Source: an optimization exercise on an open RTL-to-GDS flow (aim: small area). Production flows keep margins and buffers that such runs may drop. Function was checked by simulation only, so behaviour that the tests miss may differ from the original. Power is estimated from default activity; no workload was simulated.

## build 21
Design top_PF, start of the top module:
module top_PF (
    input  signed [7:0] i_signals,
    input               clk,
    input               rst,
    output              o_clock,
    output signed [7:0] o_signal,
    output        [1:0] pwm
);
For scale: roughly 3,500 cells after synthesis, roughly 21 I/O pins.
export LEC_CHECK = 0
export ABC_AREA = 1
export CAP_MARGIN = 20
export CORE_MARGIN = 2
export CORE_UTILIZATION = 70
export CTS_BUF_LIST = sky130_fd_sc_hd__clkbuf_16
export CTS_CLUSTER_DIAMETER = 90
export CTS_CLUSTER_SIZE = 28
export SLEW_MARGIN = 20
create_clock -name core_clock -period 20.0 [get_ports {clk}]
standard.sh (not shown) runs the stock make flow with config.mk's settings and CLKGATE_MAP_FILE= SYNTH_SCRIPT=/design/flow/synth_recipe.tcl, a recipe that flattens the netlist after the stock synthesis.
==> flow/flow/run.sh <==
#!/bin/bash
# The standard layout (standard.sh: every ORFS step, synthesis included,
# unchanged), with two options passed to it:
#  - CTS_ARGS: the clock tree as cts.tcl would build it from config.mk's CTS
#    settings, plus -dont_use_dummy_load (no dummy loads on the leaf nets);
#  - BUFFER_PORTS_ARGS: every input and output port is still buffered, with
#    sky130_fd_sc_hd__buf_1 instead of the delay cell buffer_ports picks.
# ORFS writes each step's full log under orfs/logs/; make's own output goes
# to standard_flow.log.
set -euo pipefail
CTS="-sink_clustering_enable -repair_clock_nets -dont_use_dummy_load"
CTS="$CTS -buf_list sky130_fd_sc_hd__clkbuf_16"
CTS="$CTS -sink_clustering_size 28 -sink_clustering_max_diameter 90"
bash standard.sh "CTS_ARGS=$CTS" "BUFFER_PORTS_ARGS=-buffer_cell sky130_fd_sc_hd__buf_1" finish > standard_flow.log 2>&1
Build 21 went all the way through synthesis, placement and routing and the layout is clean on timing, DRC and antenna.
What build 36 does differently from build 21 at the input level:
- CTS_CLUSTER_DIAMETER: 90 -> 60
==> flow/flow/run.sh <==
#!/bin/bash
# The standard layout (the standard.sh, every ORFS step unchanged), with
# one CTS option added: no dummy loads on the clock tree's leaf nets.  The
# other CTS options are the ones cts.tcl builds from config.mk.
set -euo pipefail
CTS="-sink_clustering_enable -repair_clock_nets -dont_use_dummy_load"
CTS="$CTS -buf_list sky130_fd_sc_hd__clkbuf_16"
CTS="$CTS -sink_clustering_size 28 -sink_clustering_max_diameter 90"
bash standard.sh "CTS_ARGS=$CTS" "BUFFER_PORTS_ARGS=-buffer_cell sky130_fd_sc_hd__buf_1" finish > standard_flow.log 2>&1
Comparing build 21 with build 36, the per-instance average area after synthesis came out essentially unchanged.
Comparing build 36 with build 21, the hold-fix buffer count after cts came out essentially unchanged.
Build 36 -> build 21: global-route wire length before repair delta 0, exact match
Any difference in height of the die between build 36 and build 21 is small enough to ignore.
Simple-gate share of the synthesized area delta (build 36 -> build 21): insignificant
The register-to-register slack of build 21 and that of build 36 are within noise of each other.
Reported for build 36 and build 21, wire length after detailed routing turned out identical to the last digit.
Fmax came out exactly the same in build 36 and build 21.
Comparing build 21 against build 36, there is no change at all in net switching power.
There was hardly any difference in number of buffers added for setup after CTS between build 21 and build 36.
Diff build 21..build 36 | synthesized area | negligible
Input-level comparison between build 81 and build 36:
--- a/flow/flow/run.sh
+++ b/flow/flow/run.sh
@@ -7,3 +7,3 @@
 CTS="$CTS -buf_list sky130_fd_sc_hd__clkbuf_16"
-CTS="$CTS -sink_clustering_size 28 -sink_clustering_max_diameter 90"
-bash standard.sh "CTS_ARGS=$CTS" "BUFFER_PORTS_ARGS=-buffer_cell sky130_fd_sc_hd__buf_1" finish > standard_flow.log 2>&1
+CTS="$CTS -sink_clustering_size 28 -sink_clustering_max_diameter 90 -tree_buf sky130_fd_sc_hd__clkbuf_8"
+bash standard.sh "CTS_ARGS=$CTS" finish > standard_flow.log 2>&1
==> run notes <==
- Across both runs, signed area change from the synthesized netlist to the final layout was higher for build 81 than for build 36.
- Re sequential cell count: no difference whatsoever between build 81 and build 36.
- On count of clock-buffer cells in the layout: build 81 sits below build 36.
- Status: total power parity (build 81, build 36)
- The switching portion of total power of build 81 and that of build 36 are within noise of each other.
- Total routed wirelength, build 81 and build 36: higher on build 36
- Build 81 vs build 36 on non-clock buffer count: build 81 is the higher one.
- Higher minimum setup slack after placement goes to build 81 over build 36.

afterwards: timing with drivers on the ports:
Ports are ideal in the flow. The routed layouts listed here were re-timed in OpenROAD. Step 1 sets driving cells, clkbuf_16 on the clock port and buf_2 on the other inputs (assumed; they add their load-dependent delay and slew). Step 2, shift: input delay + t, output delay - t, t = (earliest + latest rising clock arrival at the registers) / 2. This alone moves slack from input paths to output paths. Three values: ideal, step 1, step 2; two values: the first two.
run | t, ns | setup slack, ns | worst hold slack (ns) | worst setup path at the end | cell pins on the clock port's net
build 21 | 0.698 | 3.907 / 3.907 / 3.907 | 0.272 / 0.272 / 0.272 | register to register | 1
build 36 | 0.698 | 3.907 / 3.907 / 3.907 | 0.272 / 0.272 / 0.272 | register to register | 1
build 81 | 0.678 | 3.951 / 3.951 / 3.951 | 0.289 / 0.289 / 0.289 | register to register | 1
After both steps setup and hold are still met in every run listed.
